What follows belongs to an exercise in optimizing a design on an open flow for small area, a short achievable clock period and few clock cycles; a production flow would make more cautious choices.
At most, simulation tests tie the RTL to the original design; equivalence was not proved.
For runs 1 to 3 and 5, only the layout was checked, not whether the RTL still works.
The flow treats the clock pin as an ideal source, which a real chip does not have.
No activity file was given, so power comes from the tool's default toggle rates.

File: config.mk
export PLATFORM = sky130hd
export DESIGN_NAME = LBP
export DESIGN_NICKNAME = LBP
export VERILOG_FILES = /design/flow/design.v
export SDC_FILE = /design/flow/constraint.sdc
export NUM_CORES = 4
export LEC_CHECK = 0
export CAP_MARGIN = 20
export CORE_MARGIN = 2
export CORE_UTILIZATION = 60
export PLACE_DENSITY = 0.8
export SETUP_SLACK_MARGIN = 2.35
export SLEW_MARGIN = 20
File: flow/run.sh
#!/bin/bash
# Standard layout, with the port buffers given as one buffer cell and the
# clock tree built by flow/clock_tree.tcl in place of TritonCTS's.
# make's output goes to make.log here; ORFS's per-step logs stay in orfs/logs.
set -euo pipefail
export BUFFER_PORTS_ARGS="-buffer_cell sky130_fd_sc_hd__buf_2"
export PRE_CTS_TCL="$PWD/flow/clock_tree.tcl"
export FLOW_TREE_NB=4
export FLOW_TREE_CELL=sky130_fd_sc_hd__clkbuf_16
bash standard.sh > make.log 2>&1
File: design.v
`timescale 1ns/10ps
module LBP ( clk, reset, gray_addr, gray_req, gray_ready, gray_data, lbp_addr, lbp_valid, lbp_data, finish);
input   	clk;
input   	reset;
output  [13:0] 	gray_addr;
output reg         	gray_req;
input   	gray_ready;
input   [7:0] 	gray_data;
output reg  [13:0] 	lbp_addr;
output reg  	lbp_valid;
output  [7:0] 	lbp_data;
output reg  	finish;
parameter K = 6;               
localparam H = K + 2;          
localparam JW = 3;                
reg [6:0] r, x;                
reg [JW-1:0] j;                
reg [7:0] sr [0:H];            
reg xnz;                       
reg xe;                        
reg rz;                        
reg [7:0] lq;                  
reg zq;                        
assign lbp_data = {lq[7:6], lq[5] & !zq, lq[4:0]};
assign gray_addr = {r, x};
wire colend = (j == 0);
wire [6:0] r_down = r + 7'd1;
wire [6:0] r_top = r - (H-1);
wire [6:0] r_strip = {r[6:1], 1'b0};
always @(posedge clk or posedge reset) begin
    if (reset) begin
        r <= 7'd0;
        x <= 7'd0;
        j <= 0;
        xnz <= 1'b0;
        xe <= 1'b0;
        rz <= 1'b1;
        gray_req <= 1'b0;
        lbp_valid <= 1'b0;
        finish <= 1'b0;
    end else begin
        gray_req <= 1'b1;
        if (colend) begin
            j <= H-1;
            x <= x - 7'd1;
            xnz <= (x != 7'd1);
            xe <= (x == 7'd127) | !xnz;
            r <= xnz ? r_top : r_strip;
            rz <= xnz ? (r == H-1) | (r == H) : rz;
        end else begin
            j <= j - 1;
            r <= r_down;
            rz <= (r == 7'd0);
        end
        lbp_valid <= (j <= H-3) | rz;
        finish <= finish | (lbp_valid & (lbp_addr == {7'd126, 7'd1}));
    end
end
wire [7:0] c  = sr[H];
function [1:0] cmp2;
    input [7:0] a, b;
    reg [7:0] g, e;
    reg [3:0] g1, e1;
    reg [1:0] g2, e2;
    integer k;
    begin
        g = a & ~b;
        e = ~(a ^ b);
        for (k = 0; k < 4; k = k + 1) begin
            g1[k] = g[2*k+1] | (e[2*k+1] & g[2*k]);
            e1[k] = e[2*k+1] & e[2*k];
        end
        for (k = 0; k < 2; k = k + 1) begin
            g2[k] = g1[2*k+1] | (e1[2*k+1] & g1[2*k]);
            e2[k] = e1[2*k+1] & e1[2*k];
        end
        cmp2[1] = g2[1] | (e2[1] & g2[0]) | (e2[1] & e2[0]);
        cmp2[0] = ~(g2[1] | (e2[1] & g2[0]));
    end
endfunction
wire [1:0] rdl = cmp2(gray_data, c);
wire [1:0] rlt = cmp2(sr[0], c);
wire [1:0] rul = cmp2(sr[1], c);
wire [1:0] rdn = cmp2(sr[H-1], c);
reg [H:0]   d2;    
reg [H-1:0] d4;    
reg [H-2:0] d7;    
reg         d1;    
wire [7:0] code = {d7[H-2], rdn[1], rdl[1], d4[H-1], rlt[1], d2[H], d1, rul[1]};
wire zero = rz | xe;
integer i;
always @(posedge clk) begin
    sr[0] <= gray_data;
    for (i = 1; i <= H; i = i + 1)
        sr[i] <= sr[i-1];
    d2 <= {d2[H-1:0], rdl[0]};
    d4 <= {d4[H-2:0], rlt[0]};
    d7 <= {d7[H-3:0], rul[0]};
    d1 <= rdn[0];
    lbp_addr <= {r - 7'd1, x + 7'd1};
    lq <= {zero ? 2'b0 : code[7:6], code[5], zero ? 5'b0 : code[4:0]};
    zq <= zero;
end
endmodule
File: standard.sh
#!/bin/bash
# synth_recipe.tcl (not shown) runs the flow's synth.tcl, then flattens the netlist and writes it again
# the make line also repeats each setting of config.mk as NAME=value (left out here)
make -C /OpenROAD-flow-scripts/flow DESIGN_CONFIG=/design/flow/config.mk WORK_HOME=/design/flow/orfs CLKGATE_MAP_FILE= SYNTH_SCRIPT=/design/flow/synth_recipe.tcl "${@:-finish}"
File: constraint.sdc
create_clock -name core_clock -period 4.0 [get_ports {clk}]
set_input_delay 0.8000 -clock core_clock [delete_from_list [all_inputs] [get_ports {clk}]]
set_output_delay 0.8000 -clock core_clock [all_outputs]
set_load 0.01 [all_outputs]
File: flow/clock_tree.tcl
# Run by ORFS's cts.tcl before clock_tree_synthesis (PRE_CTS_TCL).
# Builds a one-level clock tree: the clock port drives FLOW_TREE_NB clock
# buffers, each driving the flip-flops of one group. The groups are made by
# sorting the flip-flops by x into FLOW_TREE_NB/2 columns and splitting each
# column by y into two halves, so every group has about the same size and
# every flip-flop sees the same buffer delay. Each buffer is put at the centre
# of its group; cts.tcl legalizes the placement afterwards. TritonCTS is then
# told to skip these nets, so it adds nothing.
proc my_tree {nb cell} {
  set block [ord::get_db_block]
  set net [$block findNet clk]
  set sinks {}
  foreach it [$net getITerms] {
    set inst [$it getInst]
    if {[[$inst getMaster] isSequential]} {
      set bb [$inst getBBox]
      lappend sinks [list [$inst getName]/[[$it getMTerm] getName] \
        [expr {([$bb xMin] + [$bb xMax]) / 2}] [expr {([$bb yMin] + [$bb yMax]) / 2}]]
    }
  }
  set n [llength $sinks]
  set ncol [expr {$nb / 2}]
  set sx [lsort -integer -index 1 $sinks]
  set groups {}
  for {set c 0} {$c < $ncol} {incr c} {
    set col [lsort -integer -index 2 \
      [lrange $sx [expr {$c * $n / $ncol}] [expr {($c + 1) * $n / $ncol - 1}]]]
    set m [llength $col]
    lappend groups [lrange $col 0 [expr {$m / 2 - 1}]]
    lappend groups [lrange $col [expr {$m / 2}] end]
  }
  set dbu [$block getDbUnitsPerMicron]
  set i 0
  foreach g $groups {
    set pins {}
    set xs 0
    set ys 0
    foreach s $g {
      lappend pins [get_pins [lindex $s 0]]
      set xs [expr {$xs + [lindex $s 1]}]
      set ys [expr {$ys + [lindex $s 2]}]
    }
    set k [llength $g]
    set x [expr {double($xs) / $k / $dbu}]
    set y [expr {double($ys) / $k / $dbu}]
    insert_buffer -buffer_cell $cell -net clk -load_pins $pins -location [list $x $y] \
      -buffer_name clktree_$i -net_name clktree_net_$i
    puts "clock tree: group $i has $k flip-flops, buffer at ($x, $y)"
    incr i
  }
  set skip [list clk]
  foreach inst [$block getInsts] {
    if {[string match clktree_* [$inst getName]]} {
      set onet [[$inst findITerm X] getNet]
      $onet setSigType CLOCK
      lappend skip [$onet getName]
    }
  }
  set_cts_config -skip_nets $skip
  # connect the new buffers' supply pins with the platform's rules (pdn.tcl)
  add_global_connection -net {VDD} -inst_pattern {clktree_.*} -pin_pattern {VPWR} -power
  add_global_connection -net {VDD} -inst_pattern {clktree_.*} -pin_pattern {VPB}
  add_global_connection -net {VSS} -inst_pattern {clktree_.*} -pin_pattern {VGND} -ground
  add_global_connection -net {VSS} -inst_pattern {clktree_.*} -pin_pattern {VNB}
  global_connect
}
my_tree $::env(FLOW_TREE_NB) $::env(FLOW_TREE_CELL)
==> results of run 1 <==
[cell usage after synthesis (all sizes together)]
cell type and instances:
dfxtp 120, ha 40, dfrtp 22, inv 20
nand2 18, nor2 18, o21ai 18, a21oi 15
buf 12, xnor2 11, xor2 10, nand3 8
a21o 6, nor3 5, and2 4, and3 4
nand4 4, a211oi 3, a31oi 3, nor2b 3
a41oi 2, nor4 2, nor4b 2, o21a 2
o22ai 2, or3 2, a21boi 1, a31o 1
and4bb 1, clkbuf 1, conb 1, dfstp 1
nand2b 1, nand3b 1, nand4b 1, nor3b 1
o211ai 1, o21bai 1, or2 1
[flip-flops by register name, summed over array words and instances (netlist names)]
| register | flops |
|---|---|
| gray_req | 1 |
| d4 | 8 |
| finish | 1 |
| r | 7 |
| zq | 1 |
| j | 3 |
| lbp_addr | 14 |
| lbp_valid | 1 |
| sr | 72 |
| d7 | 7 |
| x | 7 |
| xnz | 1 |
| d2 | 9 |
| rz | 1 |
| xe | 1 |
| d1 | 1 |
| lq | 8 |
[logic make-up (layout without fill, tap and decap cells)]
logic type	after synthesis	after routing	synth area share (%)
adder cells (fa/ha/maj)	40	40	10.9
AO/OA/AOI/OAI	55	55	7.15
buffers and inverters	33	89	3.55
other	1	1	0.0818
flip-flops	143	143	65.0
AND/OR/NAND/NOR	76	76	9.26
XOR/XNOR	21	21	4.01
[cells in the final DEF (no fill, tap or decap), types with 6 or more instances in the layout]
cell and instances:
dfxtp_1 120, buf_2 47, ha_1 35, inv_1 20, nand2_1 18, buf_4 17
nor2_1 16, o21ai_0 15, a21oi_1 14, xnor2_1 11, dfrtp_1 11, dfrtp_2 11
xor2_1 10, nand3_1 7, a21o_1 6
[per-stage QoR]
| stage | setup WS, ps | hold WS, ps | area [um2] | power [mW] |
|---|---|---|---|---|
| global route | 2310 | 340 | 5210 | 2.25 |
| finish | 2340 | 327 | 5210 | 2.16 |
| detailed placement | 2090 | 312 | 4860 | 1.67 |
| global placement | 2190 | 311 | 4860 | 1.66 |
| floorplan | 2410 | 310 | 4580 | 1.64 |
| CTS | 2290 | 312 | 5050 | 2.09 |
[cell type report, without the clock buffers]
| class | instances | area (um2) | area share (%) |
|---|---|---|---|
| sequential | 143 | 2990 | 57.5 |
| multi-input combinational | 193 | 1540 | 29.6 |
| timing repair buffer | 65 | 374 | 7.18 |
| tap | 99 | 124 | 2.38 |
| inverter | 20 | 75.1 | 1.44 |
[routing by layer]
metal	part of all wire, %	global-route usage [%]
met1	45	20.9
met4	1.4	1.89
met3	4.2	1.41
met5	0	0
met2	50	28.9
[how the worst min path moves through the flow]
stage / end / cells after the start
after global routing: d7[2] / 0
after floorplan: d2[1] / 0
after detailed placement: d2[1] / 0
after global placement: sr[7][5] / 0
after CTS: d2[1] / 0
final: sr[7][3] / 0
[power by group]
| group | total [mW] | switching (mW) | internal, mW | leakage, nW |
|---|---|---|---|---|
| logic | 0.123 | 0.0684 | 0.0548 | 1.03 |
| clock network | 0.508 | 0.321 | 0.187 | 0.0493 |
| registers | 1.53 | 0.0211 | 1.51 | 1.26 |
| total | 2.16 | 0.410 | 1.75 | 2.34 |
[what timing repair did]
action / CTS / global route
gates resized for setup: 17 / 15
endpoints found under the setup margin: 6 / 14
gates cloned: 0 / 0
pin swaps: 8 / 0
setup buffers: 0 / 17
==> run_results.csv, run 1 <==
group,metric,value,unit
finish,syn2layout_area_growth,13.7,%
sta,final.min_clock_period,1660,ps
yosys,synthDistinctLibCells,47,
place,portBuffers,48,
clock_tree,clk-insertion-delay-late,180,ps
critical_path,worst-r2r-cell-count,6,
sta,max_freq,603,MHz
critical_path,cpMaxStageDelayCell,"dfrtp_2",
detailed_routing,routed_wl,6870,um
critical_path,critPathCapture,"gray_addr[10]",
yosys,yosysSeqAreaShare,65.0,%
yosys,syn-instance-count,369,
hold_path,min-delay-start,"sr[6][3]",
yosys,synth.area.top_cells,"dfxtp_1 (52%), dfrtp_1 (12%), ha_1 (11%), xnor2_1 (2.1%), o21ai_0 (2.0%)",
critical_path,cp.arrival,860,ps
critical_path,crit_family,"flip-flops",
sta,tightest_slew,872,ps
sta,period_share,41.5,%
finish,drive_gt1_share,24.7,%
yosys,synth_seq_cells,143,
detailed_routing,drtIter0Drc,106,
sta,setup-tns-final,0,ps
sta,final-hold-violation-count,0,
floorplanning,dieArea,8350,um2
hold_path,hold_path_class,"reg2reg",
critical_path,r2r_start,"j[0]",
grt,antenna_found_initial,0,
sta,relSlewSlack,41.8,%
detailed_routing,route.detailed.drc,0,
detailed_routing,antenna_left,0,
critical_path,start_kind,"register",
grt,overflow,0,
floorplanning,core,7330,um2
detailed_routing,routed-via-count,2696,
critical_path,cp.depth,1,
finish,diodes,0,
floorplanning,rows,31,
detailed_routing,first_pass_iters,4,
place,gp_congestion,0.813,
critical_path,r2r-end,"x[4]",
sta,fin_skew,16.1,ps
job,maxCapViolCount,0,
sta,maxSlewViolCount,0,
place,dp_hpwl,4750,um
detailed_routing,wl_per_cell,13.1,um
finish,fillers,515,
critical_path,worst_ep_required_time,3200,ps
pwr,p_leak,2.34,nW
critical_path,crit_fanout,10,
clock_tree,clk_pin_slew,120,ps
grt,grt_max_degree,37,
detailed_routing,viasPerCell,5.15,
outcome,status,"timing/DRC/antenna clean",
floorplanning,die_y,91.4,um
critical_path,crit_path_end_kind,"output port",
sta,finalSetupViolations,0,
critical_path,worst-setup-path-type,"reg2out",
grt,track_usage,15.8,%
grt,grt_pass1_wl,11100,um
yosys,synth_top_area_share,52.4,%
yosys,synth.largest_area_cell,"dfxtp_1",
yosys,yosysWarnings,2,
finish,finish.utilization,71.0,%
finish,nets,478,
grt,grt_pass1_vias,2588,
pwr,vdd_drop_max,0.000259,V
floorplanning,io_pins,50,
critical_path,crit_start,"r[3]",
critical_path,cp_slowest_stage_delay,510,ps
critical_path,crit_chain,"buf_2",
yosys,syn_nets,420,
place,dpl.cell_count,503,
clock_tree,hold_buffers,0,
finish,instances_no_fill,524,
floorplanning,die_x,91.4,um
critical_path,critPathBufInv,1,
sta,rsz0062_at_grt,"yes",
pwr,pwr_density_cell,415,nW/um2
floorplanning,start_util,62.5,%
critical_path,r2r_slack,2440,ps
yosys,synth_area_per_cell,12.4,um2
yosys,netlist_area,4580,um2
==> inputs of run 2 (changes only) <==
--- a/config.mk
+++ b/config.mk
@@ -11,3 +11,3 @@
 export PLACE_DENSITY = 0.8
-export SETUP_SLACK_MARGIN = 2.35
+export SETUP_SLACK_MARGIN = 2.4
 export SLEW_MARGIN = 20
==> run 2 against run 1 <==
Design area grew 3.0%. Area after synthesis is the same. Register-to-register slack hardly changed. Clock power is essentially flat. Final cell count up 2.1%. Die area did not move. Clock skew hardly changed. Hold slack is essentially flat. First-iteration DRC count is 16% higher. Via count is 1.2% higher. Combinational power is 5% higher. Sequential share of layout area shrank 1.7 points. Largest power group unchanged.
==> run_results.csv, run 2 <==
group,metric,value,unit
outcome,status,"timing/DRC/antenna clean",
finish,layout_common_cells,"dfxtp_1 (120), buf_2 (43), ha_1 (33)",
detailed_routing,route.detailed.drc,0,
sta,final-hold-violation-count,0,
finish,largest_reg_flops,72,
finish,regMostFlops,"sr",
hold_path,hold_path_class,"reg2reg",
yosys,syn_nets,420,
grt,overflow,0,
finish,multi_input_area,1590,um2
critical_path,cp.arrival,860,ps
grt,track_usage,16.0,%
sta,finalSetupViolations,0,
clock_tree,hold_buffers,0,
detailed_routing,antenna_left,0,
critical_path,worst_ep_required_time,3200,ps
floorplanning,die_x,91.4,um
place,gp_congestion,0.813,
finish,syn2layout_area_growth,17.1,%
sta,relSlewSlack,65.4,%
yosys,synth_commonest_cells,"dfxtp_1 (120), ha_1 (40), dfrtp_1 (22), inv_1 (20)",
floorplanning,core,7330,um2
yosys,yosysSeqAreaShare,65.0,%
place,dp_hpwl,4750,um
critical_path,start_kind,"register",
critical_path,critPathBufInv,1,
job,maxCapViolCount,0,
yosys,yosysWarnings,2,
finish,nets,489,
critical_path,cpMaxStageDelayCell,"dfrtp_2",
grt,antenna_found_initial,0,
pwr,pwr_density_cell,404,nW/um2
floorplanning,rows,31,
pwr,vdd_drop_max,0.000262,V
floorplanning,dieArea,8350,um2
place,portBuffers,48,
finish,layout_commonest_cell,"dfxtp_1",
detailed_routing,highest_layer,"met4",
sta,tightest_slew,518,ps
yosys,synth_edf_count,0,
critical_path,crit_family,"flip-flops",
finish,fillers,485,
finish,diodes,0,
pwr,p_leak,2.39,nW
sta,period_share,41.6,%
finish,top_regs,"sr (72), lbp_addr (14), d2 (9)",
critical_path,worst-setup-path-type,"reg2out",
detailed_routing,wl_met3,285,um
critical_path,crit_chain,"buf_2",
detailed_routing,routed_wl,7320,um
detailed_routing,wl_met2,3760,um
floorplanning,io_pins,50,
critical_path,cp_slowest_stage_delay,510,ps
grt,grt_max_degree,37,
sta,max_freq,601,MHz
detailed_routing,drtIter0Drc,123,
grt,grt_pass1_wl,11300,um
detailed_routing,routed-via-count,2728,
yosys,synth.area.top_cells,"dfxtp_1 (52%), dfrtp_1 (12%), ha_1 (11%), xnor2_1 (2.1%), o21ai_0 (2.0%)",
grt,grt_pass1_vias,2616,
detailed_routing,viasPerCell,5.10,
yosys,synth_seq_cells,143,
floorplanning,start_util,62.5,%
clock_tree,clk_pin_slew,120,ps
sta,rsz0062_at_grt,"yes",
sta,fin_skew,16.0,ps
yosys,synth.largest_area_cell,"dfxtp_1",
sta,holdWs,326,ps
detailed_routing,met1_length,3200,um
yosys,synthDistinctLibCells,47,
sta,setup-tns-final,0,ps
critical_path,crit_path_end_kind,"output port",
yosys,synth_flop_cell,"dfxtp_1",
yosys,netlist_area,4580,um2
finish,regArea,2990,um2
yosys,synth.most_common_cell,"dfxtp_1",
critical_path,crit_fanout,10,
detailed_routing,first_pass_iters,4,
sta,maxSlewViolCount,0,
clock_tree,clk-insertion-delay-late,180,ps
finish,drive_gt1_share,28.2,%
detailed_routing,wl_per_cell,13.7,um
yosys,synth_top_area_share,52.4,%
yosys,synth_area_per_cell,12.4,um2
sta,final.min_clock_period,1660,ps
yosys,syn-instance-count,369,
floorplanning,die_y,91.4,um
yosys,async_flop_share,16.1,%
==> run 2: final cells by class, without the clock buffers <==
class	instances	share of cell area (%)
sequential	143	55.8
timing repair buffer	76	8.98
inverter	20	1.47
multi-input combinational	193	29.6
tap	99	2.31
==> run 2: routing by layer <==
| layer | up-vias | GRT usage (%) |
|---|---|---|
| li1 | 1369 | - |
| met1 | 1290 | 20.9 |
| met2 | 64 | 29.7 |
| met3 | 5 | 1.41 |
| met4 | 0 | 1.89 |
| met5 | - | 0 |
==> run 2: power breakdown <==
part / internal [mW] / switching, mW / leakage, nW
Combinational: 0.0580 / 0.0711 / 1.08
Sequential: 1.51 / 0.0212 / 1.26
Clock: 0.187 / 0.320 / 0.0493
Total: 1.75 / 0.413 / 2.39
==> run 2: logic make-up after synthesis <==
family                     count (synthesis)  share of synthesized area [%]
buffers and inverters                     33                           3.55
DFF                                      143                           65.0
AOI/OAI and AO/OA                         55                           7.15
other                                      1                         0.0818
adders and majority gates                 40                           10.9
and+or+nand+nor                           76                           9.26
xor gates and xnor gates                  21                           4.01
==> run 2: worst reg2reg max path, cell delays in order, from the launching register on <==
cell	delay (ps)
dfrtp_2	450
buf_4	160
or3_4	420
nor2_4	110
nand3_2	110
xnor2_1	230
==> run 2: path summary, 6_finish.rpt <==
check / startpoint / to / slack (ps) / depth (start not counted)
setup / recovery: r[3] / gray_addr[10] / 2340 / 1
max in group asynchronous: reset / r[4] / 3030 / 2
hold / removal: sr[6][3] / sr[7][3] / 330 / 0
min in group asynchronous: reset / gray_req / 630 / 2
hold reg to reg: sr[6][3] / sr[7][3] / 330 / 0
setup reg to reg: x[2] / x[6] / 2430 / 5
==> run 2: repair_timing <==
| action | in CTS | in global routing |
|---|---|---|
| resized for setup | 22 | 22 |
| buffers inserted | 0 | 28 |
| endpoints found under the setup margin | 30 | 21 |
| pin swaps | 11 | 0 |
==> run 2: through the flow <==
step | cell area [um2] | setup WS, ps | cells | util, % | power [mW]
after floorplan | 4580 | 2410 | 369 | - | 1.64
after global placement | 4860 | 2190 | 503 | 66.3 | 1.66
after detailed placement | 4860 | 2090 | 503 | 66.3 | 1.67
after CTS | 5080 | 2290 | 507 | 69.3 | 2.09
after global routing | 5360 | 2310 | 535 | 73.2 | 2.25
final | 5360 | 2340 | 535 | 73.2 | 2.17
==> inputs of run 3 (changes only) <==
--- a/design.v
+++ b/design.v
@@ -10,3 +10,3 @@
 output reg  	lbp_valid;
-output  [7:0] 	lbp_data;
+output reg  [7:0] 	lbp_data;
 output reg  	finish;
@@ -18,8 +18,2 @@
 reg [7:0] sr [0:H];            
-reg xnz;                       
-reg xe;                        
-reg rz;                        
-reg [7:0] lq;                  
-reg zq;                        
-assign lbp_data = {lq[7:6], lq[5] & !zq, lq[4:0]};
 assign gray_addr = {r, x};
@@ -34,5 +28,2 @@
         j <= 0;
-        xnz <= 1'b0;
-        xe <= 1'b0;
-        rz <= 1'b1;
         gray_req <= 1'b0;
@@ -45,6 +36,3 @@
             x <= x - 7'd1;
-            xnz <= (x != 7'd1);
-            xe <= (x == 7'd127) | !xnz;
-            r <= xnz ? r_top : r_strip;
-            rz <= xnz ? (r == H-1) | (r == H) : rz;
+            r <= (x == 7'd0) ? r_strip : r_top;
         end else begin
@@ -52,5 +40,4 @@
             r <= r_down;
-            rz <= (r == 7'd0);
         end
-        lbp_valid <= (j <= H-3) | rz;
+        lbp_valid <= (j <= H-3) | (r[6:1] == 6'd0);
         finish <= finish | (lbp_valid & (lbp_addr == {7'd126, 7'd1}));
@@ -89,3 +76,3 @@
 wire [7:0] code = {d7[H-2], rdn[1], rdl[1], d4[H-1], rlt[1], d2[H], d1, rul[1]};
-wire zero = rz | xe;
+wire zero = (r[6:1] == 6'd0) | (x[6:1] == 6'h3f);
 integer i;
@@ -100,4 +87,3 @@
     lbp_addr <= {r - 7'd1, x + 7'd1};
-    lq <= {zero ? 2'b0 : code[7:6], code[5], zero ? 5'b0 : code[4:0]};
-    zq <= zero;
+    lbp_data <= zero ? 8'd0 : code;
 end
--- a/config.mk
+++ b/config.mk
@@ -11,3 +11,3 @@
 export PLACE_DENSITY = 0.8
-export SETUP_SLACK_MARGIN = 2.4
+export SETUP_SLACK_MARGIN = 2.3
 export SLEW_MARGIN = 20
==> run 3 against run 2 <==
Via count shrank 6.1%. Clock power fell by 0.8%. Hold slack hardly changed.
==> run_results.csv, run 3 <==
group,metric,value,unit
outcome,status,"timing/DRC/antenna clean",
critical_path,crit_family,"flip-flops",
yosys,synth_edf_count,0,
place,dp_hpwl,4970,um
critical_path,cp_slowest_stage_delay,520,ps
critical_path,r2r_slack,2400,ps
finish,drive_gt1_share,21.1,%
floorplanning,io_pins,50,
grt,grt_pass1_wl,11800,um
finish,largest_reg_flops,72,
critical_path,crit_path_end_kind,"output port",
yosys,synth_flop_cell,"dfxtp_1",
grt,antenna_found_initial,0,
floorplanning,rows,31,
yosys,synth_seq_cells,139,
finish,finish.utilization,69.5,%
detailed_routing,drtIter0Drc,79,
critical_path,crit_chain,"buf_2",
grt,overflow,0,
detailed_routing,first_pass_iters,4,
sta,max_freq,593,MHz
sta,maxSlewViolCount,0,
yosys,synth_area_per_cell,12.7,um2
yosys,yosysWarnings,2,
critical_path,start_kind,"register",
pwr,combPwrFrac,5.7,%
sta,rsz0062_at_grt,"yes",
clock_tree,clk_pin_slew,120,ps
grt,track_usage,17.3,%
sta,finalSetupViolations,0,
pwr,vdd_drop_max,0.000245,V
floorplanning,die_x,89.8,um
place,gp_congestion,0.771,
pwr,p_leak,2.21,nW
yosys,synth.largest_area_cell,"dfxtp_1",
floorplanning,core,7180,um2
yosys,syn-instance-count,349,
pwr,power,2.11,mW
finish,top_regs,"sr (72), lbp_addr (14), d2 (9)",
yosys,yosysSeqAreaShare,65.3,%
yosys,synth.area.top_cells,"dfxtp_1 (54%), dfrtp_1 (11%), ha_1 (11%), a21oi_1 (2.8%), xor2_1 (2.4%)",
clock_tree,hold_buffers,0,
yosys,synth_top_area_share,53.9,%
finish,diodes,0,
critical_path,worst_ep_required_time,3200,ps
floorplanning,start_util,61.6,%
finish,syn2layout_area_growth,12.8,%
detailed_routing,route.detailed.drc,0,
yosys,syn_nets,400,
yosys,netlist_area,4420,um2
finish,regMostFlops,"sr",
pwr,p_sw,0.407,mW
pwr,seqPwrFrac,70.5,%
sta,final.min_clock_period,1690,ps
detailed_routing,viasPerCell,5.15,
yosys,async_flop_share,14.4,%
detailed_routing,antenna_left,0,
critical_path,cp.arrival,890,ps
floorplanning,dieArea,8070,um2
place,portBuffers,48,
pwr,intPower,1.71,mW
job,maxCapViolCount,0,
pwr,pwr_density_cell,424,nW/um2
critical_path,critPathBufInv,1,
finish,nets,451,
critical_path,crit_fanout,9,
critical_path,cpMaxStageDelayCell,"dfrtp_2",
sta,tightest_slew,756,ps
yosys,synth.most_common_cell,"dfxtp_1",
grt,grt_max_degree,36,
sta,setup-tns-final,0,ps
grt,grt_pass1_vias,2518,
finish,layout_common_cells,"dfxtp_1 (119), buf_2 (47), ha_1 (33)",
hold_path,hold_path_class,"reg2reg",
yosys,synth_commonest_cells,"dfxtp_1 (119), ha_1 (40), a21oi_1 (25), dfrtp_1 (20), nand2_1 (20)",
sta,fin_skew,15.0,ps
pwr,p_clk_share,23.9,%
detailed_routing,routed_wl,6930,um
sta,final-hold-violation-count,0,
sta,period_share,42.1,%
sta,relSlewSlack,49.6,%
pwr,swShare,19.3,%
finish,layout_commonest_cell,"dfxtp_1",
floorplanning,die_y,89.8,um
detailed_routing,routed-via-count,2562,
critical_path,worst-setup-path-type,"reg2out",
detailed_routing,wl_per_cell,13.9,um
clock_tree,clk-insertion-delay-late,180,ps
yosys,synthDistinctLibCells,40,
## run 3: cell count changes after synthesis, moves of 4 or more
cell / change
buf_4: -6
nor2_1: -9
nand4_1: -4
o21a_1: +5
a21oi_1: +10
a21o_1: -6
## run 3: area by class of cell, without the clock buffers
| cell class | instances | area, um2 |
|---|---|---|
| multi-input cells | 187 | 1540 |
| well taps | 99 | 124 |
| flip-flops and latches | 139 | 2890 |
| inverters | 18 | 67.6 |
| fillers | 510 | 2190 |
| repair buffers | 50 | 262 |
## run 3: worst paths after layout
path | to | startpoint | cells after the start
setup / recovery | gray_addr[10] | r[3] | 1
hold / removal | d4[3] | d4[2] | 0
setup reg to reg | x[5] | j[0] | 6
hold reg to reg | d4[3] | d4[2] | 0
max in group asynchronous | r[2] | reset | 2
min in group asynchronous | j[0] | reset | 2
## run 3: per-stage QoR
stage,hold WS [ps],setup slack (ps),instance area (um2),cells
floorplan,310,2310,4420,349
global placement,310,2070,4740,490
detailed placement,312,1980,4740,490
CTS,312,2250,4950,495
global route,338,2210,4980,497
finish,326,2310,4980,497
## run 3: cells by family (layout without fill, tap and decap cells)
logic type | count (synthesis) | in the layout | synth area share, %
mux | 1 | 1 | 0.227
simple gates | 65 | 66 | 8.02
other cells | 1 | 1 | 0.0849
fa+ha+maj | 40 | 40 | 11.3
buf+inv | 24 | 72 | 2.55
flops | 139 | 139 | 65.3
compound gates | 58 | 58 | 8.38
xor+xnor | 21 | 21 | 4.16
## run 3: metal layers
metal,track usage [%],part of all wire [%]
met1,22.3,43
met2,32.0,52
met3,1.51,3.4
met4,3.33,1.6
met5,0,0
## run 3: power groups by stage
stage | Sequential (mW) | Combinational [mW] | Clock [mW]
after floorplan | 1.52 | 0.0634 | 0
after global placement | 1.52 | 0.100 | 0
after detailed placement | 1.52 | 0.108 | 0
after CTS | 1.52 | 0.120 | 0.394
after global routing | 1.50 | 0.139 | 0.560
final | 1.49 | 0.120 | 0.504
## run 3: what timing repair did
item	CTS	global route
gates resized for setup	17	10
setup buffers	1	1
pin swaps	4	0
endpoints found under the setup margin	12	14
gates cloned	0	1
==> inputs of run 4 (changes only) <==
--- a/design.v
+++ b/design.v
@@ -18,2 +18,5 @@
 reg [7:0] sr [0:H];            
+reg xnz;                       
+reg xe;                        
+reg rz;                        
 assign gray_addr = {r, x};
@@ -28,2 +31,5 @@
         j <= 0;
+        xnz <= 1'b0;
+        xe <= 1'b0;
+        rz <= 1'b1;
         gray_req <= 1'b0;
@@ -36,3 +42,6 @@
             x <= x - 7'd1;
-            r <= (x == 7'd0) ? r_strip : r_top;
+            xnz <= (x != 7'd1);
+            xe <= (x == 7'd127) | !xnz;
+            r <= xnz ? r_top : r_strip;
+            rz <= xnz ? (r == H-1) | (r == H) : rz;
         end else begin
@@ -40,4 +49,5 @@
             r <= r_down;
+            rz <= (r == 7'd0);
         end
-        lbp_valid <= (j <= H-3) | (r[6:1] == 6'd0);
+        lbp_valid <= (j <= H-3) | rz;
         finish <= finish | (lbp_valid & (lbp_addr == {7'd126, 7'd1}));
@@ -76,3 +86,3 @@
 wire [7:0] code = {d7[H-2], rdn[1], rdl[1], d4[H-1], rlt[1], d2[H], d1, rul[1]};
-wire zero = (r[6:1] == 6'd0) | (x[6:1] == 6'h3f);
+wire zero = rz | xe;
 integer i;
==> flow/run.sh (replaced) <==
#!/bin/bash
# Standard layout (the standard.sh), with three changes made through
# ORFS's own hooks and variables:
# - the port buffers are buf_2 cells;
# - flow/clock_tree.tcl builds the clock tree (four clkbuf_16, driven by the
#   clock port, each driving a quarter of the flip-flops) in place of TritonCTS;
# - flow/split_outputs.tcl, after CTS, buffers the address logic off the
#   registers that drive the gray_addr ports.
# make's output goes to make.log here; ORFS's per-step logs stay in orfs/logs.
set -euo pipefail
export BUFFER_PORTS_ARGS="-buffer_cell sky130_fd_sc_hd__buf_2"
export PRE_CTS_TCL="$PWD/flow/clock_tree.tcl"
export POST_CTS_TCL="$PWD/flow/split_outputs.tcl"
export FLOW_TREE_NB=4
export FLOW_TREE_CELL=sky130_fd_sc_hd__clkbuf_16
bash standard.sh > make.log 2>&1
==> flow/split_outputs.tcl (new file) <==
# Run by ORFS's cts.tcl at its end (POST_CTS_TCL).
# The registers that drive the gray_addr ports also feed the address logic.
# Give each of them a buffer for that logic, next to the register, so the
# register itself drives only its port buffer and this one buffer.
proc my_split_outputs {pattern cell} {
  set block [ord::get_db_block]
  set n 0
  foreach bt [$block getBTerms] {
    if {[$bt getIoType] ne "OUTPUT" || ![string match $pattern [$bt getName]]} { continue }
    set pbuf ""
    foreach it [[$bt getNet] getITerms] {
      if {[$it isOutputSignal]} { set pbuf [$it getInst] }
    }
    if {$pbuf eq ""} { continue }
    set ain ""
    foreach it [$pbuf getITerms] {
      if {[$it isInputSignal]} { set ain $it }
    }
    set net [$ain getNet]
    set drv ""
    set loads {}
    foreach it [$net getITerms] {
      if {[$it isOutputSignal]} {
        set drv [$it getInst]
      } elseif {[$it isInputSignal] && $it ne $ain} {
        lappend loads [get_pins [[$it getInst] getName]/[[$it getMTerm] getName]]
      }
    }
    if {$drv eq "" || ![[$drv getMaster] isSequential] || [llength $loads] == 0} { continue }
    set dbu [$block getDbUnitsPerMicron]
    set loc [$drv getLocation]
    insert_buffer -buffer_cell $cell -net [$net getName] -load_pins $loads \
      -location [list [expr {double([lindex $loc 0]) / $dbu}] [expr {double([lindex $loc 1]) / $dbu}]] \
      -buffer_name outsplit_$n
    incr n
  }
  puts "split loads off $n output registers"
  add_global_connection -net {VDD} -inst_pattern {outsplit_.*} -pin_pattern {VPWR} -power
  add_global_connection -net {VDD} -inst_pattern {outsplit_.*} -pin_pattern {VPB}
  add_global_connection -net {VSS} -inst_pattern {outsplit_.*} -pin_pattern {VGND} -ground
  add_global_connection -net {VSS} -inst_pattern {outsplit_.*} -pin_pattern {VNB}
  global_connect
  detailed_placement
  check_placement
}
my_split_outputs {gray_addr*} sky130_fd_sc_hd__buf_1
--- a/config.mk
+++ b/config.mk
@@ -11,3 +11,3 @@
 export PLACE_DENSITY = 0.8
-export SETUP_SLACK_MARGIN = 2.3
+export SETUP_SLACK_MARGIN = 2.35
 export SLEW_MARGIN = 20
==> run 4 against run 3 <==
Still clean on timing, DRC and antenna. Clock power is 3% higher. Sequential power hardly changed. First-iteration DRC count down 6.3%. Critical path depth rose by 5.
==> run_results.csv, run 4 <==
group,metric,value,unit
detailed_routing,route.detailed.drc,0,
yosys,synth_top_area_share,53.6,%
finish,largest_reg_flops,72,
finish,nets,470,
yosys,synth.most_common_cell,"dfxtp_1",
sta,tightest_slew,871,ps
critical_path,worst-setup-path-type,"in2reg",
yosys,syn_nets,405,
critical_path,crit_path_end_kind,"register",
sta,setup-tns-final,0,ps
detailed_routing,antenna_left,0,
floorplanning,die_x,90.1,um
grt,antenna_found_initial,0,
detailed_routing,drtIter0Drc,74,
place,portBuffers,48,
sta,period_share,41.6,%
floorplanning,core,7210,um2
finish,instances_no_fill,516,
finish,layout_common_cells,"dfxtp_1 (119), buf_2 (47), ha_1 (38)",
finish,top_regs,"sr (72), lbp_addr (14), d2 (9)",
sta,fin_skew,11.5,ps
finish,drive_gt1_share,17.7,%
sta,max_freq,601,MHz
place,dpl.cell_count,494,
yosys,synth_area_per_cell,12.6,um2
sta,rsz0062_at_grt,"yes",
yosys,netlist_area,4440,um2
floorplanning,io_pins,50,
detailed_routing,viasPerCell,5.05,
clock_tree,clk_pin_slew,120,ps
finish,syn2layout_area_growth,13.0,%
yosys,yosysSeqAreaShare,66.6,%
place,gp_congestion,0.729,
finish,fillers,514,
detailed_routing,routed-via-count,2608,
critical_path,r2r-end,"rz",
detailed_routing,first_pass_iters,4,
pwr,p_leak,2.26,nW
sta,final-hold-violation-count,0,
floorplanning,start_util,61.6,%
detailed_routing,wl_per_cell,12.6,um
critical_path,critPathCapture,"lbp_data[5]",
critical_path,worst_ep_required_time,4080,ps
critical_path,crit_start,"gray_data[1]",
critical_path,crit_fanout,2,
sta,holdWs,335,ps
finish,design_area,5020,um2
grt,overflow,0,
job,maxCapViolCount,0,
hold_path,hold_path_class,"reg2reg",
yosys,synth.area.top_cells,"dfxtp_1 (54%), dfrtp_1 (12%), ha_1 (11%), xor2_1 (2.2%), xnor2_1 (2.0%)",
yosys,async_flop_share,16.2,%
sta,relSlewSlack,41.9,%
hold_path,min-delay-start,"d2[0]",
finish,regMostFlops,"sr",
yosys,syn-instance-count,354,
sta,final.min_clock_period,1660,ps
detailed_routing,routed_wl,6490,um
finish,finish.utilization,69.6,%
pwr,vdd_drop_max,0.000258,V
grt,track_usage,15.9,%
sta,finalSetupViolations,0,
grt,grt_pass1_wl,11000,um
grt,grt_max_degree,37,
clock_tree,clk-insertion-delay-late,180,ps
place,dp_hpwl,4490,um
outcome,status,"timing/DRC/antenna clean",
critical_path,r2r_slack,2450,ps
yosys,yosysWarnings,2,
floorplanning,rows,31,
critical_path,r2r_start,"r[4]",
yosys,synth_edf_count,0,
place,placed_cell_area,4780,um2
yosys,synth_seq_cells,142,
critical_path,start_kind,"primary input",
grt,grt_pass1_vias,2428,
yosys,synth.largest_area_cell,"dfxtp_1",
pwr,pwr_density_cell,427,nW/um2
yosys,synth_commonest_cells,"dfxtp_1 (119), ha_1 (40), dfrtp_1 (22)",
floorplanning,die_y,90.1,um
critical_path,cp.arrival,1750,ps
finish,layout_commonest_cell,"dfxtp_1",
yosys,synthDistinctLibCells,38,
yosys,synth_flop_cell,"dfxtp_1",
floorplanning,dieArea,8110,um2
finish,diodes,0,
sta,maxSlewViolCount,0,
critical_path,worst-r2r-cell-count,5,
-- run 4: worst min path at each step --
stage,slack [ps],cells past startpoint,endpoint
global route,340,0,sr[4][1]
finish,330,0,d2[1]
detailed placement,310,0,d7[6]
global placement,310,0,d7[5]
floorplan,310,0,d2[1]
-- run 4: power breakdown --
| group | switching [mW] | total (mW) | internal [mW] |
|---|---|---|---|
| clock | 0.330 | 0.518 | 0.188 |
| sequential | 0.0212 | 1.52 | 1.50 |
| combinational | 0.0621 | 0.109 | 0.0465 |
| total | 0.413 | 2.15 | 1.73 |
-- run 4: cell families after synthesis --
kind of cell,count (synthesis),share of synthesized area (%)
DFF,142,66.6
adders and majority gates,40,11.3
and+or+nand+nor,79,8.95
AOI/OAI and AO/OA,46,6.39
buffers and inverters,25,2.56
xor gates and xnor gates,21,4.14
other,1,0.0844
-- run 4: layer usage --
metal / global-route usage [%] / vias to the layer above / share of wire, %
li1: - / 1322 / -
met1: 22.1 / 1225 / 46
met2: 28.1 / 55 / 48
met3: 1.42 / 6 / 4.6
met4: 2.05 / 0 / 1.2
met5: 0 / - / 0
-- run 4: critical path: stages --
cell and delay, ps:
buf_6 100, ha_4 200, a21o_1 160, a211oi_2 220, a211oi_1 100, o21a_1 170
-- run 4: cell type report, without the clock buffers --
class	instances	area [um2]	area share [%]
Sequential cell	142	2960	58.9
Multi-Input combinational cell	187	1440	28.7
Timing Repair Buffer	66	329	6.55
Tap cell	99	124	2.47
Inverter	18	67.6	1.35
-- run 4: metrics by stage --
step	setup WS [ps]	power (mW)
after floorplan	2300	1.61
after detailed placement	2080	1.66
after global routing	2260	2.23
after global placement	2120	1.65
final	2340	2.15
Testbench counts of run 4, summed over its fixed seeds: cycles 387,126.
==> inputs of run 5 (changes only) <==
--- a/design.v
+++ b/design.v
@@ -10,3 +10,3 @@
 output reg  	lbp_valid;
-output reg  [7:0] 	lbp_data;
+output  [7:0] 	lbp_data;
 output reg  	finish;
@@ -21,2 +21,5 @@
 reg rz;                        
+reg [7:0] lq;                  
+reg zq;                        
+assign lbp_data = {lq[7:6], lq[5] & !zq, lq[4:0]};
 assign gray_addr = {r, x};
@@ -97,3 +100,4 @@
     lbp_addr <= {r - 7'd1, x + 7'd1};
-    lbp_data <= zero ? 8'd0 : code;
+    lq <= {zero ? 2'b0 : code[7:6], code[5], zero ? 5'b0 : code[4:0]};
+    zq <= zero;
 end
==> run 5 against run 4 <==
Still clean on timing, DRC and antenna. Clock power decreased by 1%. Sequential power about the same. Final cell count is 1.6% higher. Synthesized cell count increased by 4.2%. Design area rose by 2.2%. Maximum frequency increased by 3.2%. Via count grew 2.9%. First-iteration DRC count grew 14%. Sequential cell count rose by 1. Register-to-register slack lost 60 ps. Critical path type is now reg2reg.
==> run_results.csv, run 5 <==
group,metric,value,unit
detailed_routing,viasPerCell,5.12,
finish,layout_commonest_cell,"dfxtp_1",
critical_path,crit_start,"j[0]",
place,placed_cell_area,4860,um2
floorplanning,die_y,91.4,um
job,maxCapViolCount,0,
critical_path,r2r_start,"j[0]",
yosys,synth.largest_area_cell,"dfxtp_1",
place,dp_hpwl,4750,um
finish,top_regs,"sr (72), lbp_addr (14), d2 (9)",
place,preCtsSetupSlack,2090,ps
finish,diodes,0,
clock_tree,clk-insertion-delay-late,180,ps
floorplanning,core,7330,um2
yosys,synth_top_area_share,52.4,%
detailed_routing,routed_wl,6920,um
grt,grt_pass1_wl,11700,um
detailed_routing,first_pass_iters,4,
sta,period_share,40.3,%
finish,finish.utilization,70.0,%
critical_path,crit_path_end_kind,"register",
yosys,synth.most_common_cell,"dfxtp_1",
critical_path,worst_ep_required_time,4110,ps
critical_path,cp.arrival,1720,ps
yosys,synth.area.top_cells,"dfxtp_1 (52%), dfrtp_1 (12%), ha_1 (11%), xnor2_1 (2.1%), o21ai_0 (2.0%)",
sta,finalSetupViolations,0,
grt,track_usage,16.7,%
critical_path,cp_slowest_stage_delay,430,ps
critical_path,crit_fanout,7,
sta,final.min_clock_period,1610,ps
clock_tree,clk_pin_slew,120,ps
finish,design_area,5130,um2
sta,tightest_slew,903,ps
detailed_routing,route.detailed.drc,0,
sta,fin_skew,14.1,ps
place,portBuffers,48,
finish,drive_gt1_share,18.8,%
critical_path,worst-setup-path-type,"reg2reg",
grt,overflow,0,
finish,instances_no_fill,524,
yosys,synth_seq_cells,143,
yosys,synthDistinctLibCells,47,
yosys,netlist_area,4580,um2
sta,max_freq,620,MHz
floorplanning,start_util,62.5,%
detailed_routing,antenna_left,0,
detailed_routing,routed-via-count,2684,
hold_path,hold_path_class,"reg2reg",
yosys,syn-instance-count,369,
yosys,synth_area_per_cell,12.4,um2
detailed_routing,wl_per_cell,13.2,um
place,gp_congestion,0.813,
sta,rsz0062_at_grt,"yes",
finish,nets,478,
finish,largest_reg_flops,72,
finish,regMostFlops,"sr",
floorplanning,dieArea,8350,um2
floorplanning,io_pins,50,
critical_path,cpMaxStageDelayCell,"dfrtp_1",
yosys,synth_commonest_cells,"dfxtp_1 (120), ha_1 (40), dfrtp_1 (22), inv_1 (20)",
sta,holdWs,329,ps
floorplanning,die_x,91.4,um
yosys,yosysSeqAreaShare,65.0,%
hold_path,min-delay-start,"sr[6][3]",
place,dpl.cell_count,503,
sta,maxSlewViolCount,0,
finish,layout_common_cells,"dfxtp_1 (120), buf_2 (47), ha_1 (36)",
yosys,async_flop_share,16.1,%
sta,final-hold-violation-count,0,
pwr,vdd_drop_max,0.000259,V
outcome,status,"timing/DRC/antenna clean",
floorplanning,rows,31,
detailed_routing,drtIter0Drc,84,
yosys,synth_flop_cell,"dfxtp_1",
grt,grt_pass1_vias,2686,
grt,grt_max_degree,37,
yosys,synth_edf_count,0,
sta,relSlewSlack,39.7,%
pwr,pwr_density_cell,422,nW/um2
grt,antenna_found_initial,0,
finish,syn2layout_area_growth,12.1,%
pwr,p_leak,2.30,nW
critical_path,crit_chain,"inv_1, ha_1, nor2b_4, nand2_1, nor3_1, xor2_1",
critical_path,start_kind,"register",
yosys,syn_nets,420,
yosys,yosysWarnings,2,
pwr,power,2.17,mW
sta,setup_slack,2390,ps
sta,setup-tns-final,0,ps
## run 5: cell types whose count changed in the layout (fill, tap and decap cells not counted), sizes merged, moves of 2 or more
cell	before	now
a41oi	0	2
nor3	8	5
buf	66	64
o21ai	13	18
or3	0	2
and3	2	4
a21o	3	6
inv	18	20
nand3	12	8
a211oi	6	3
## run 5: where the power goes
part           switching (mW)  internal, mW
sequential             0.0213          1.51
clock                   0.326         0.187
combinational          0.0685        0.0548
## run 5: routing by layer
layer,share of wire [%],vias up,track usage [%]
li1,-,1355,-
met1,46,1273,22.1
met2,50,49,30.6
met3,3.3,7,1.41
met4,1.2,0,1.89
met5,0,-,0
## run 5: worst max-delay path, delay by kind of cell (launching register included)
family	cells	cell delay, ps
buffers and inverters	1	90
adder cells (fa/ha/maj)	1	220
flip-flops	1	430
AND/OR/NAND/NOR	3	610
XOR/XNOR	1	190
## run 5: final cells by class, without the clock buffers
class                           instances  area (um2)
Tap cell                               99         124
Sequential cell                       143        2980
Multi-Input combinational cell        193        1530
Fill cell                             530        2200
Timing Repair Buffer                   65         323
Inverter                               20        75.1
## run 5: path summary, 6_finish.rpt
path | slack (ps) | depth (start not counted) | to
max reg2reg | 2390 | 6 | x[4]
min | 330 | 0 | sr[7][3]
min reg2reg | 330 | 0 | sr[7][3]
max in group asynchronous | 2650 | 2 | r[6]
min in group asynchronous | 800 | 2 | x[4]
max | 2390 | 6 | x[4]
## run 5: logic make-up (layout without fill, tap and decap cells)
family                   after synthesis  after routing  share of synthesized area [%]
AND/OR/NAND/NOR                       76             76                           9.26
flip-flops                           143            143                           65.0
AO/OA/AOI/OAI                         55             55                           7.15
buffers and inverters                 33             89                           3.55
XOR/XNOR                              21             21                           4.01
other                                  1              1                         0.0818
adder cells (fa/ha/maj)               40             40                           10.9
==> inputs of run 6 (changes only) <==
--- a/design.v
+++ b/design.v
@@ -21,2 +21,3 @@
 reg rz;                        
+reg ncz;                       
 reg [7:0] lq;                  
@@ -25,3 +26,3 @@
 assign gray_addr = {r, x};
-wire colend = (j == 0);
+wire colend = !ncz;
 wire [6:0] r_down = r + 7'd1;
@@ -29,2 +30,5 @@
 wire [6:0] r_strip = {r[6:1], 1'b0};
+wire [6:0] r_n = !colend ? r_down : xnz ? r_top : r_strip;
+wire [6:0] x_dec = x - 7'd1;
+wire [6:0] x_n = colend ? x_dec : x;
 always @(posedge clk or posedge reset) begin
@@ -34,2 +38,3 @@
         j <= 0;
+        ncz <= 1'b0;
         xnz <= 1'b0;
@@ -42,8 +47,9 @@
         gray_req <= 1'b1;
+        r <= r_n;
+        x <= x_n;
+        ncz <= colend | (j != 1);
         if (colend) begin
             j <= H-1;
-            x <= x - 7'd1;
             xnz <= (x != 7'd1);
             xe <= (x == 7'd127) | !xnz;
-            r <= xnz ? r_top : r_strip;
             rz <= xnz ? (r == H-1) | (r == H) : rz;
@@ -51,3 +57,2 @@
             j <= j - 1;
-            r <= r_down;
             rz <= (r == 7'd0);
==> run 6 against run 5 <==
Still clean on timing, DRC and antenna. Hold slack improved by 7.6 ps. Area after synthesis up 0.60%. Worst setup slack improved by 22 ps. Synthesized cell count rose by 0.27%. Via count fell by 1.4%. Critical endpoint is now lbp_data[5]. Largest power group unchanged.
==> run_results.csv, run 6 <==
group,metric,value,unit
detailed_routing,first_pass_iters,4,
yosys,netlist_area,4610,um2
sta,setup_slack,2410,ps
sta,relSlewSlack,56.3,%
pwr,seqPwrFrac,70.8,%
sta,maxSlewViolCount,0,
critical_path,cp.arrival,790,ps
finish,drive_gt1_share,15.9,%
job,maxCapViolCount,0,
grt,grt_use_met2,31.5,%
place,gp_congestion,0.775,
sta,final-hold-violation-count,0,
finish,instances_no_fill,521,
grt,track_usage,16.8,%
clock_tree,clk-insertion-delay-late,180,ps
floorplanning,start_util,62.9,%
place,placed_cell_area,4870,um2
detailed_routing,wl_per_cell,13.1,um
floorplanning,die_y,91.7,um
sta,final.min_clock_period,1590,ps
yosys,synth.largest_area_cell,"dfxtp_1",
finish,design_area,5090,um2
critical_path,cpMaxStageDelayCell,"dfxtp_1",
pwr,p_clk_share,23.7,%
finish,layout_common_cells,"dfxtp_1 (120), buf_2 (46), ha_1 (37)",
place,dpl.cell_count,503,
grt,met1_usage,22.1,%
pwr,combPwrFrac,5.5,%
detailed_routing,route.detailed.drc,0,
detailed_routing,routed_wl,6830,um
yosys,syn_nets,421,
floorplanning,dieArea,8400,um2
critical_path,crit_path_end_kind,"output port",
yosys,synth_commonest_cells,"dfxtp_1 (120), ha_1 (40), dfrtp_1 (23), nor2_1 (19)",
place,preCtsSetupSlack,2190,ps
pwr,p_leak,2.30,nW
critical_path,crit_chain,"nor2b_1, buf_2",
yosys,synth.area.top_cells,"dfxtp_1 (52%), dfrtp_1 (12%), ha_1 (11%), xnor2_1 (2.5%), o21ai_0 (1.7%)",
sta,holdWs,336,ps
critical_path,cp_slowest_stage_delay,330,ps
sta,fin_skew,7.78,ps
grt,grt_pass1_wl,11800,um
grt,top_usage_layer,"met2",
yosys,synth_area_per_cell,12.5,um2
pwr,vdd_drop_max,0.000240,V
yosys,synth_seq_cells,144,
critical_path,start_kind,"register",
detailed_routing,antenna_left,0,
grt,gr-usage-met3,1.23,%
floorplanning,rows,31,
finish,nets,475,
finish,syn2layout_area_growth,10.5,%
critical_path,worst_ep_required_time,3200,ps
place,dp_hpwl,4950,um
finish,layout_commonest_cell,"dfxtp_1",
yosys,synth.most_common_cell,"dfxtp_1",
pwr,intPower,1.76,mW
finish,top_regs,"sr (72), lbp_addr (14), d2 (9)",
floorplanning,core,7330,um2
grt,antenna_found_initial,0,
floorplanning,io_pins,50,
finish,largest_reg_flops,72,
yosys,async_flop_share,16.7,%
yosys,synth_top_area_share,52.1,%
yosys,synthDistinctLibCells,40,
floorplanning,die_x,91.7,um
sta,rsz0062_at_grt,"no",
grt,grt_pass1_vias,2643,
critical_path,crit_fanout,1,
detailed_routing,drtIter0Drc,68,
grt,grt_max_degree,37,
grt,overflow,0,
place,portBuffers,48,
pwr,swShare,19.2,%
finish,finish.utilization,69.5,%
detailed_routing,viasPerCell,5.08,
sta,max_freq,629,MHz
outcome,status,"timing/DRC/antenna clean",
pwr,pwr_density_cell,427,nW/um2
yosys,synth_edf_count,0,
sta,tightest_slew,656,ps
pwr,p_sw,0.417,mW
yosys,yosysWarnings,2,
sta,setup-tns-final,0,ps
sta,finalSetupViolations,0,
yosys,syn-instance-count,370,
hold_path,hold_path_class,"reg2reg",
pwr,power,2.18,mW
finish,regMostFlops,"sr",
yosys,yosysSeqAreaShare,65.2,%
detailed_routing,routed-via-count,2647,
clock_tree,clk_pin_slew,120,ps
sta,period_share,39.8,%
yosys,synth_flop_cell,"dfxtp_1",
critical_path,worst-setup-path-type,"reg2out",
finish,diodes,0,
==> run 6: cell count changes in the layout (fill, tap and decap cells not counted), moves of 3 or more <==
cell,delta
buf_4,-3
inv_1,-3
nor2_1,+3
nor3_1,+3
o21ai_1,+3
==> run 6: layout make-up, without the clock buffers <==
type | instances | area, um2
sequential | 144 | 3000
fill | 538 | 2240
multi-input combinational | 194 | 1490
timing repair buffer | 62 | 309
tap | 99 | 124
inverter | 18 | 71.3
==> run 6: worst max-delay path: cells and delay by family (launching register included) <==
family,cells,cell delay (ps)
buffers and inverters,1,140
AND/OR/NAND/NOR,1,140
flip-flops,1,330
==> run 6: cells by family after synthesis <==
family,count (synthesis),synth area share [%]
compound gates,53,6.87
buf+inv,32,3.80
flops,144,65.2
simple gates,76,8.60
xor+xnor,22,4.18
mux,2,0.434
other cells,1,0.0814
fa+ha+maj,40,10.9
==> run 6: power by group through the flow <==
stage | Clock (mW) | Sequential, mW | Combinational, mW
after floorplan | 0 | 1.56 | 0.0859
after global placement | 0 | 1.57 | 0.104
after detailed placement | 0 | 1.57 | 0.111
after global routing | 0.578 | 1.55 | 0.137
final | 0.516 | 1.54 | 0.119
==> run 6: path summary, 6_finish.rpt <==
path,startpoint,endpoint,slack (ps),depth (start not counted)
setup / recovery,lq[5],lbp_data[5],2410,2
hold / removal,sr[6][0],sr[7][0],340,0
setup reg to reg,x[2],xe,2500,5
hold reg to reg,sr[6][0],sr[7][0],340,0
max in group asynchronous,reset,rz,3000,2
min in group asynchronous,reset,xnz,660,2
==> run 6: per-layer routing <==
layer	part of all wire, %	wire length, um	vias up
li1	-	-	1342
met1	46	3120	1246
met2	49	3370	55
met3	4.2	289	4
met4	0.73	50	0
met5	0	0	-
Testbench counts of run 6, summed over its fixed seeds: cycles 387,126.
==> inputs of run 7 (changes only) <==
--- a/config.mk
+++ b/config.mk
@@ -11,3 +11,3 @@
 export PLACE_DENSITY = 0.8
-export SETUP_SLACK_MARGIN = 2.35
+export SETUP_SLACK_MARGIN = 2.3
 export SLEW_MARGIN = 20
==> run 7 against run 6 <==
Clock skew hardly changed. Combinational power is essentially flat. Utilization down 0.17 points. Global-route usage is the same. Sequential share of layout area is 0.15 points higher. Final cell count unchanged. Still clean. Maximum frequency is essentially flat. Design area shrank 0.25%.
==> run_results.csv, run 7 <==
group,metric,value,unit
detailed_routing,route.detailed.drc,0,
yosys,synth_commonest_cells,"dfxtp_1 (120), ha_1 (40), dfrtp_1 (23), nor2_1 (19)",
detailed_routing,wl_per_cell,13.1,um
yosys,synth_top_area_share,52.1,%
yosys,synthDistinctLibCells,40,
job,maxCapViolCount,0,
sta,final-hold-violation-count,0,
grt,grt_max_degree,37,
finish,instances_no_fill,521,
finish,diodes,0,
sta,maxSlewViolCount,0,
floorplanning,die_y,91.7,um
critical_path,r2r-end,"xnz",
critical_path,start_kind,"register",
place,dpl.cell_count,503,
floorplanning,rows,31,
yosys,yosysWarnings,2,
sta,rsz0062_at_grt,"no",
floorplanning,start_util,62.9,%
finish,finish.utilization,69.3,%
sta,relSlewSlack,37.2,%
detailed_routing,routed-via-count,2649,
sta,fin_skew,7.56,ps
detailed_routing,drtIter0Drc,69,
critical_path,critPathCapture,"lbp_data[5]",
finish,largest_reg_flops,72,
pwr,p_sw,0.415,mW
place,gp_congestion,0.775,
grt,grt_pass1_vias,2643,
yosys,synth_edf_count,0,
critical_path,r2r_slack,2420,ps
yosys,async_flop_share,16.7,%
hold_path,hold_path_class,"reg2reg",
critical_path,cp.arrival,790,ps
finish,layout_common_cells,"dfxtp_1 (120), buf_2 (46), ha_1 (37)",
yosys,syn_nets,421,
clock_tree,clk-insertion-delay-late,180,ps
floorplanning,dieArea,8400,um2
pwr,combPwrFrac,5.5,%
grt,grt_pass1_wl,11800,um
sta,finalSetupViolations,0,
yosys,syn-instance-count,370,
finish,drive_gt1_share,14.9,%
floorplanning,core,7330,um2
yosys,synth.most_common_cell,"dfxtp_1",
sta,final.min_clock_period,1590,ps
critical_path,worst_ep_required_time,3200,ps
place,portBuffers,48,
finish,nets,475,
sta,max_freq,629,MHz
pwr,seqPwrFrac,70.9,%
pwr,power,2.17,mW
detailed_routing,first_pass_iters,4,
grt,track_usage,16.8,%
pwr,vdd_drop_max,0.000239,V
critical_path,crit_fanout,1,
pwr,swShare,19.1,%
critical_path,r2r_start,"x[2]",
critical_path,worst-setup-path-type,"reg2out",
sta,setup_slack,2410,ps
sta,period_share,39.8,%
yosys,synth_area_per_cell,12.5,um2
floorplanning,die_x,91.7,um
finish,layout_commonest_cell,"dfxtp_1",
place,dp_hpwl,4950,um
detailed_routing,viasPerCell,5.08,
critical_path,crit_path_end_kind,"output port",
finish,top_regs,"sr (72), lbp_addr (14), d2 (9)",
pwr,intPower,1.76,mW
clock_tree,clk_pin_slew,120,ps
sta,setup-tns-final,0,ps
outcome,status,"timing/DRC/antenna clean",
floorplanning,io_pins,50,
yosys,netlist_area,4610,um2
yosys,yosysSeqAreaShare,65.2,%
pwr,pwr_density_cell,428,nW/um2
sta,tightest_slew,941,ps
place,preCtsSetupSlack,2190,ps
grt,overflow,0,
critical_path,crit_start,"lq[5]",
detailed_routing,routed_wl,6820,um
finish,regMostFlops,"sr",
yosys,synth.largest_area_cell,"dfxtp_1",
yosys,synth_seq_cells,144,
pwr,p_clk_share,23.7,%
grt,antenna_found_initial,0,
yosys,synth_flop_cell,"dfxtp_1",
yosys,synth.area.top_cells,"dfxtp_1 (52%), dfrtp_1 (12%), ha_1 (11%), xnor2_1 (2.5%), o21ai_0 (1.7%)",
hold_path,hold_depth,0,
pwr,p_leak,2.30,nW
detailed_routing,antenna_left,0,
finish,syn2layout_area_growth,10.3,%
critical_path,worst-r2r-cell-count,4,
## run 7: cell type report, without the clock buffers
| cell class | instances | area, um2 |
|---|---|---|
| inverters | 18 | 67.6 |
| multi-input cells | 194 | 1480 |
| well taps | 99 | 124 |
| fillers | 543 | 2250 |
| flip-flops and latches | 144 | 3000 |
| repair buffers | 62 | 307 |
## run 7: per-layer routing
| layer | global-route usage [%] | part of all wire [%] | routed length [um] | vias up |
|---|---|---|---|---|
| li1 | - | - | - | 1342 |
| met1 | 22.1 | 46 | 3160 | 1249 |
| met2 | 31.5 | 49 | 3350 | 53 |
| met3 | 1.23 | 3.8 | 258 | 5 |
| met4 | 1.14 | 0.73 | 50 | 0 |
| met5 | 0 | 0 | 0 | - |
## run 7: how the worst min path moves through the flow
| stage | from | to |
|---|---|---|
| after detailed placement | d4[3] | d4[4] |
| after global placement | sr[2][2] | sr[3][2] |
| final | sr[6][0] | sr[7][0] |
| after global routing | d7[1] | d7[2] |
| after floorplan | d2[0] | d2[1] |
## run 7: worst max-delay path, stage by stage, from the launching register on
cell,delay (ps)
dfxtp_1,330
nor2b_1,140
buf_2,140
## run 7: power groups by stage
stage          combinational [mW]  clock (mW)  sequential, mW
2_1_floorplan              0.0859           0            1.56
3_3_place_gp                0.104           0            1.57
3_5_place_dp                0.111           0            1.57
5_1_grt                     0.136       0.578            1.55
6_report                    0.119       0.515            1.54
## run 7: kinds of logic after synthesis
| logic type | share of synthesized area [%] |
|---|---|
| flops | 65.2 |
| simple gates | 8.60 |
| compound gates | 6.87 |
| fa+ha+maj | 10.9 |
| buf+inv | 3.80 |
| xor+xnor | 4.18 |
| mux | 0.434 |
| other cells | 0.0814 |
## run 7: stage by stage
step           hold WS, ps  instance area, um2
2_1_floorplan          310                4610
3_3_place_gp           311                4870
3_5_place_dp           312                4870
5_1_grt                340                5080
6_report               337                5080
==> inputs of run 8 (changes only) <==
--- a/config.mk
+++ b/config.mk
@@ -11,3 +11,3 @@
 export PLACE_DENSITY = 0.8
-export SETUP_SLACK_MARGIN = 2.3
+export SETUP_SLACK_MARGIN = 2.5
 export SLEW_MARGIN = 20
==> run 8 against run 7 <==
Global-route usage shrank 0.98 points. Utilization is 2.4 points higher. Sequential power hardly changed. Design area increased by 3.4%. Routed wire length increased by 0.29%. Critical path depth did not move. Combinational power rose by 12%. Die area did not move. Highest routed layer unchanged.
==> run_results.csv, run 8 <==
group,metric,value,unit
finish,largest_reg_flops,72,
sta,setup_slack,2430,ps
pwr,pwr_density_cell,415,nW/um2
critical_path,worst-r2r-cell-count,5,
yosys,synth_area_per_cell,12.5,um2
finish,diodes,0,
yosys,synth_commonest_cells,"dfxtp_1 (120), ha_1 (40), dfrtp_1 (23), nor2_1 (19)",
pwr,p_leak,2.35,nW
critical_path,crit_path_end_kind,"output port",
grt,track_usage,15.8,%
sta,final-hold-violation-count,0,
place,placed_cell_area,4900,um2
finish,drive_gt1_share,23.6,%
yosys,synthDistinctLibCells,40,
yosys,synth.area.top_cells,"dfxtp_1 (52%), dfrtp_1 (12%), ha_1 (11%), xnor2_1 (2.5%), o21ai_0 (1.7%)",
floorplanning,die_y,91.7,um
sta,finalSetupViolations,0,
sta,fin_skew,8.70,ps
finish,layout_common_cells,"dfxtp_1 (116), buf_2 (45), ha_1 (33)",
critical_path,worst_ep_required_time,3200,ps
outcome,status,"timing/DRC/antenna clean",
floorplanning,start_util,62.9,%
yosys,syn_nets,421,
detailed_routing,viasPerCell,5.04,
critical_path,worst-setup-path-type,"reg2out",
detailed_routing,first_pass_iters,4,
pwr,vdd_drop_max,0.000243,V
yosys,syn-instance-count,370,
grt,overflow,0,
sta,relSlewSlack,65.0,%
yosys,yosysSeqAreaShare,65.2,%
floorplanning,dieArea,8400,um2
finish,layout_commonest_cell,"dfxtp_1",
finish,design_area,5260,um2
clock_tree,clk_pin_slew,120,ps
floorplanning,core,7330,um2
place,portBuffers,48,
floorplanning,io_pins,50,
job,maxCapViolCount,0,
yosys,async_flop_share,16.7,%
detailed_routing,routed_wl,6840,um
sta,setup-tns-final,0,ps
sta,maxSlewViolCount,0,
grt,grt_max_degree,37,
hold_path,hold_depth,0,
grt,grt_pass1_vias,2580,
finish,top_regs,"sr (72), lbp_addr (14), d2 (9)",
finish,regMostFlops,"sr",
critical_path,start_kind,"register",
place,gp_congestion,0.781,
place,dp_hpwl,4840,um
yosys,synth_top_area_share,52.1,%
detailed_routing,wl_per_cell,13.0,um
sta,rsz0062_at_grt,"yes",
finish,syn2layout_area_growth,14.0,%
sta,period_share,39.4,%
detailed_routing,route.detailed.drc,0,
yosys,synth.most_common_cell,"dfxtp_1",
yosys,netlist_area,4610,um2
yosys,synth_flop_cell,"dfxtp_1",
place,preCtsSetupSlack,2260,ps
yosys,synth.largest_area_cell,"dfxtp_1",
clock_tree,clk-insertion-delay-late,180,ps
detailed_routing,routed-via-count,2655,
yosys,synth_edf_count,0,
hold_path,hold_path_class,"reg2reg",
sta,final.min_clock_period,1570,ps
critical_path,crit_fanout,1,
yosys,synth_seq_cells,144,
sta,tightest_slew,524,ps
finish,nets,481,
detailed_routing,antenna_left,0,
yosys,yosysWarnings,2,
sta,max_freq,635,MHz
grt,antenna_found_initial,0,
floorplanning,rows,31,
grt,grt_pass1_wl,11200,um
critical_path,cp.arrival,770,ps
floorplanning,die_x,91.7,um
detailed_routing,drtIter0Drc,49,
-- run 8: worst paths after layout --
kind,start,endpoint,slack [ps]
worst max-delay path,lq[5],lbp_data[5],2430
worst min-delay path,sr[6][5],sr[7][5],340
worst max register to register,x[3],xnz,2530
worst min register to register,sr[6][5],sr[7][5],340
max in group asynchronous,reset,rz,3020
min in group asynchronous,reset,r[4],650
-- run 8: area by class of cell, without the clock buffers --
type                            count  area (um2)
Fill cell                         518        2080
Inverter                           18        71.3
Multi-Input combinational cell    194        1570
Sequential cell                   144        3010
Tap cell                           99         124
Timing Repair Buffer               68         373
-- run 8: worst max-delay path, stage by stage (launching register included) --
cell     delay [ps]
dfxtp_1         340
nor2b_4         150
buf_6           110
-- run 8: metal layers --
metal	track usage [%]	share of wire (%)
met2	29.2	48
met4	1.01	0.67
met5	0	0
met3	1.48	4.0
met1	21.1	47
-- run 8: per-stage QoR --
step,utilization [%],hold slack (ps),cells,power (mW)
finish,71.7,336,527,2.18
global route,71.7,340,527,2.27
detailed placement,66.9,312,503,1.69
global placement,66.9,311,503,1.68
floorplan,-,310,370,1.65
-- run 8: power breakdown --
group | internal [mW] | switching [mW] | leakage [nW]
Combinational | 0.0603 | 0.0728 | 1.02
Clock | 0.187 | 0.319 | 0.0493
Sequential | 1.52 | 0.0216 | 1.28
Total | 1.77 | 0.414 | 2.35
-- run 8: cell families after synthesis --
family                   synth area share [%]
AND/OR/NAND/NOR                          8.60
other                                  0.0814
multiplexers                            0.434
buffers and inverters                    3.80
flip-flops                               65.2
adder cells (fa/ha/maj)                  10.9
XOR/XNOR                                 4.18
AO/OA/AOI/OAI                            6.87

==> re-timing with driven ports <==
How much do the figures lean on ideal ports? The routed layouts below were timed once more, with nothing changed but the port constraints.
Step 1: set_driving_cell puts a clkbuf_16 on clk and a buf_2 on each other input, an assumption about the parent block.
Step 2 adds t to the input delays and takes it off the output delays; t is the mean of the earliest and latest rising clock arrival at the registers after step 1. Input paths then give back, and output paths get back, about the clock's delay inside the block.
Slacks: ideal ports / drivers / drivers and shift; pairs: ideal ports / drivers.
run	t, ns	setup slack, ns	worst setup path at the end	worst slew at a driven data input, ns
run 1	0.249	2.340 / 2.265 / 2.266	input to register	0.04
run 2	0.249	2.336 / 2.260 / 2.270	input to register	0.04
run 3	0.248	2.315 / 2.241 / 2.208	input to register	0.04
run 4	0.249	2.336 / 2.377 / 2.128	input to register	0.04
run 5	0.248	2.388 / 2.381 / 2.268	input to register	0.04
run 6	0.247	2.410 / 2.336 / 2.280	input to register	0.04
run 7	0.247	2.410 / 2.336 / 2.280	input to register	0.04
run 8	0.246	2.425 / 2.351 / 2.344	input to register	0.03
After both steps every run listed still meets setup and hold. For run 4, which loses most, drivers alone change the setup slack by +0.041 ns; drivers and shift together by -0.208 ns.
